Context: an optimization exercise on an open-source flow, tuned for small area. The choices shown serve that exercise and are no tape-out recipe.
Only simulation tests tie the RTL to the original design; equivalence was not proved.
Power is estimated from default activity; no workload was simulated.

## run A
## cpu_system
module cpu_system (
    input          clk,
    input          reset,           
    output [31:0]  pc,
    output         imem_read,
    output [5:0]   imem_addr,
    input  [127:0] imem_rdata,
    input          imem_busywait,
    output         dmem_read,
    output         dmem_write,
    output [5:0]   dmem_addr,
    output [31:0]  dmem_wdata,
    input  [31:0]  dmem_rdata,
    input          dmem_busywait
);
For scale: roughly 2600 cells after synthesis, ~240 I/O pins, ~37000 um^2 of cells after synthesis.
==> flow/config.mk <==
export PLATFORM = sky130hd
export DESIGN_NAME = cpu_system
export DESIGN_NICKNAME = cpu_system
export VERILOG_FILES = /design/flow/design.v
export SDC_FILE = /design/flow/constraint.sdc
export NUM_CORES = 4
export LEC_CHECK = 0
export ABC_AREA = 1
export CAP_MARGIN = 10
export CORE_MARGIN = 2
export CORE_UTILIZATION = 60
export PLACE_DENSITY = 0.78
export SLEW_MARGIN = 10
==> flow/constraint.sdc <==
create_clock -name core_clock -period 18.0 [get_ports {clk}]
set_input_delay 3.6000 -clock core_clock [delete_from_list [all_inputs] [get_ports {clk}]]
set_output_delay 3.6000 -clock core_clock [all_outputs]
set_load 0.01 [all_outputs]
standard.sh (not shown) runs the stock make flow with config.mk's settings and CLKGATE_MAP_FILE= SYNTH_SCRIPT=/design/flow/synth_recipe.tcl, a recipe that flattens the netlist after the stock synthesis.
==> flow/flow/run.sh <==
#!/bin/bash
# Own layout flow: the standard flow, with
#  - synthesis: abc maps the logic with an area-oriented script (flow/area.abc);
#  - port buffers: the smallest buffer (buf_1) instead of the flow's default choice;
#  - clock tree: small clock buffers and no dummy loads.
set -euo pipefail
W=$(pwd)
export AREA_ABC_SCRIPT=$W/flow/area.abc
export FLOW_SYNTH_TCL=$W/synth_recipe.tcl
bash standard.sh SYNTH_SCRIPT=$W/flow/synth.tcl synth > $W/synth.log 2>&1
bash standard.sh \
  "BUFFER_PORTS_ARGS=-buffer_cell sky130_fd_sc_hd__buf_1" \
  "CTS_ARGS=-sink_clustering_enable -repair_clock_nets -dont_use_dummy_load -sink_clustering_size 18 -sink_clustering_max_diameter 55 -buf_list {sky130_fd_sc_hd__clkbuf_8}" \
  finish > $W/layout.log 2>&1
==> flow/flow/area.abc <==
strash
&get -n
&deepsyn -T 60
&dch -f
&nf -R 1000
&put
mfs3 -a
topo
==> flow/flow/synth.tcl <==
# The standard flow's synthesis (synth_recipe.tcl), with only the combinational mapping script of abc
# replaced by flow/area.abc. Registers, their names and cell types are untouched.
proc abc {args} {
  set i [lsearch $args -script]
  if { $i >= 0 } { lset args [expr {$i + 1}] $::env(AREA_ABC_SCRIPT) }
  yosys abc {*}$args
}
source $::env(FLOW_SYNTH_TCL)
The inputs of run B differ from those of run A as listed below.
# run A
export LEC_CHECK = 0
export ABC_AREA = 1
export CAP_MARGIN = 10
export CORE_MARGIN = 2
export CORE_UTILIZATION = 60
export PLACE_DENSITY = 0.78
export SLEW_MARGIN = 10
create_clock -name core_clock -period 18.0 [get_ports {clk}]
# run B
export LEC_CHECK = 0
export ABC_AREA = 1
export CAP_MARGIN = 0
export CORE_MARGIN = 2
export CORE_UTILIZATION = 60
export PLACE_DENSITY = 0.7
export SLEW_MARGIN = 0
create_clock -name core_clock -period 18.0 [get_ports {clk}]
diff --git a/flow/flow/run.sh b/flow/flow/run.sh
--- a/flow/flow/run.sh
+++ b/flow/flow/run.sh
@@ -13 +13 @@
-  "CTS_ARGS=-sink_clustering_enable -repair_clock_nets -dont_use_dummy_load -sink_clustering_size 18 -sink_clustering_max_diameter 55 -buf_list {sky130_fd_sc_hd__clkbuf_8}" \
+  "CTS_ARGS=-sink_clustering_enable -repair_clock_nets -dont_use_dummy_load -sink_clustering_size 24 -sink_clustering_max_diameter 60 -buf_list {sky130_fd_sc_hd__clkbuf_8 sky130_fd_sc_hd__clkbuf_16}" \
==> flow/flow/area.abc <==
strash
&get -n
&deepsyn -T 60
&dch -f
&nf -R 1000
&put
topo
- The flow completed for run B, but it is not clean: the layout still shows max-capacitance violations, max-slew violations.
- Setup skew after layout ended up 0.044 ns lower on run B than on run A.
- Run B against run A: relative area of clock buffers and inverters in the final design climbed 0.81 points, aggregate routed wire length climbed about 3.6%.
#### Input delta (run C over run B)
# run B
export LEC_CHECK = 0
export ABC_AREA = 1
export CAP_MARGIN = 0
export CORE_MARGIN = 2
export CORE_UTILIZATION = 60
export PLACE_DENSITY = 0.7
export SLEW_MARGIN = 0
create_clock -name core_clock -period 18.0 [get_ports {clk}]
# run C
export LEC_CHECK = 0
export ABC_AREA = 1
export CAP_MARGIN = 10
export CORE_MARGIN = 2
export CORE_UTILIZATION = 60
export PLACE_DENSITY = 0.7
export SLEW_MARGIN = 10
create_clock -name core_clock -period 18.0 [get_ports {clk}]
diff --git a/flow/flow/run.sh b/flow/flow/run.sh
--- a/flow/flow/run.sh
+++ b/flow/flow/run.sh
@@ -13 +13 @@
-  "CTS_ARGS=-sink_clustering_enable -repair_clock_nets -dont_use_dummy_load -sink_clustering_size 24 -sink_clustering_max_diameter 60 -buf_list {sky130_fd_sc_hd__clkbuf_8 sky130_fd_sc_hd__clkbuf_16}" \
+  "CTS_ARGS=-sink_clustering_enable -repair_clock_nets -dont_use_dummy_load -sink_clustering_size 18 -sink_clustering_max_diameter 55 -buf_list {sky130_fd_sc_hd__clkbuf_8}" \
==> flow/flow/area.abc <==
strash
&get -n
&deepsyn -T 60
&dch -f
&nf -R 1000
&put
mfs3 -a
topo
Findings:
- Run C: all stages complete, timing, DRC and antenna checks passed
- Summary of run C over run B: clock-pin slew reported for the worst setup and hold paths after clock tree synthesis now sits higher, total routing usage reported by global routing now sits lower, utilization now sits lower.
diff inputs: run C => run D
diff --git a/flow/flow/run.sh b/flow/flow/run.sh
--- a/flow/flow/run.sh
+++ b/flow/flow/run.sh
@@ -13 +13 @@
-  "CTS_ARGS=-sink_clustering_enable -repair_clock_nets -dont_use_dummy_load -sink_clustering_size 18 -sink_clustering_max_diameter 55 -buf_list {sky130_fd_sc_hd__clkbuf_8}" \
+  "CTS_ARGS=-sink_clustering_enable -repair_clock_nets -dont_use_dummy_load -sink_clustering_size 10 -sink_clustering_max_diameter 40 -buf_list {sky130_fd_sc_hd__clkbuf_4 sky130_fd_sc_hd__clkbuf_8}" \
==> summary.txt <==
In the tables for run D and run C, met2 wirelength from detailed routing reads lower with run C. First-pass detailed-route iteration total in run D vs run C: up 3. Reported for run D and run C, final count of hold timing violations turned out identical to the last digit. | area growth from synthesis to layout | run D vs run C | 1.7 points higher |. Run D vs run C — share of power burned in registers dropped 3.5 points. [compare] base=run C new=run D: required time at the worst-slack endpoint rose 0.04 ns; share of the final layout cell area in sequential cells fell 1.0 points; global-route usage rose 0.24 points. Summary of the comparison: clock network fraction of design power is higher in run D, relative to run C. Diff run C -> run D: achievable frequency higher; total power higher.

re-timing with driven ports:
The results above use ideal ports. As a check the final layouts listed here were re-extracted and re-timed, cells and wires unchanged.
Step 1: set_driving_cell puts a clkbuf_16 on clk and a buf_2 on each other input, an assumption about the parent block.
Step 2 also shifts input and output timing later by t, the mid clock arrival at the registers, as if the neighbouring blocks saw the same clock.
Three values: ideal ports, drivers, drivers and shift; two values: the first two.
| run | t (ns) | setup slack, ns | latest minus earliest clock arrival (ns) |
|---|---|---|---|
| run A | 0.707 | 2.892 / 2.892 / 2.892 | 0.125 / 0.125 |
| run B | 0.675 | 1.966 / 1.966 / 1.966 | 0.080 / 0.081 |
| run C | 0.716 | 2.262 / 2.262 / 2.262 | 0.103 / 0.103 |
| run D | 0.752 | 2.327 / 2.327 / 2.327 | 0.126 / 0.125 |
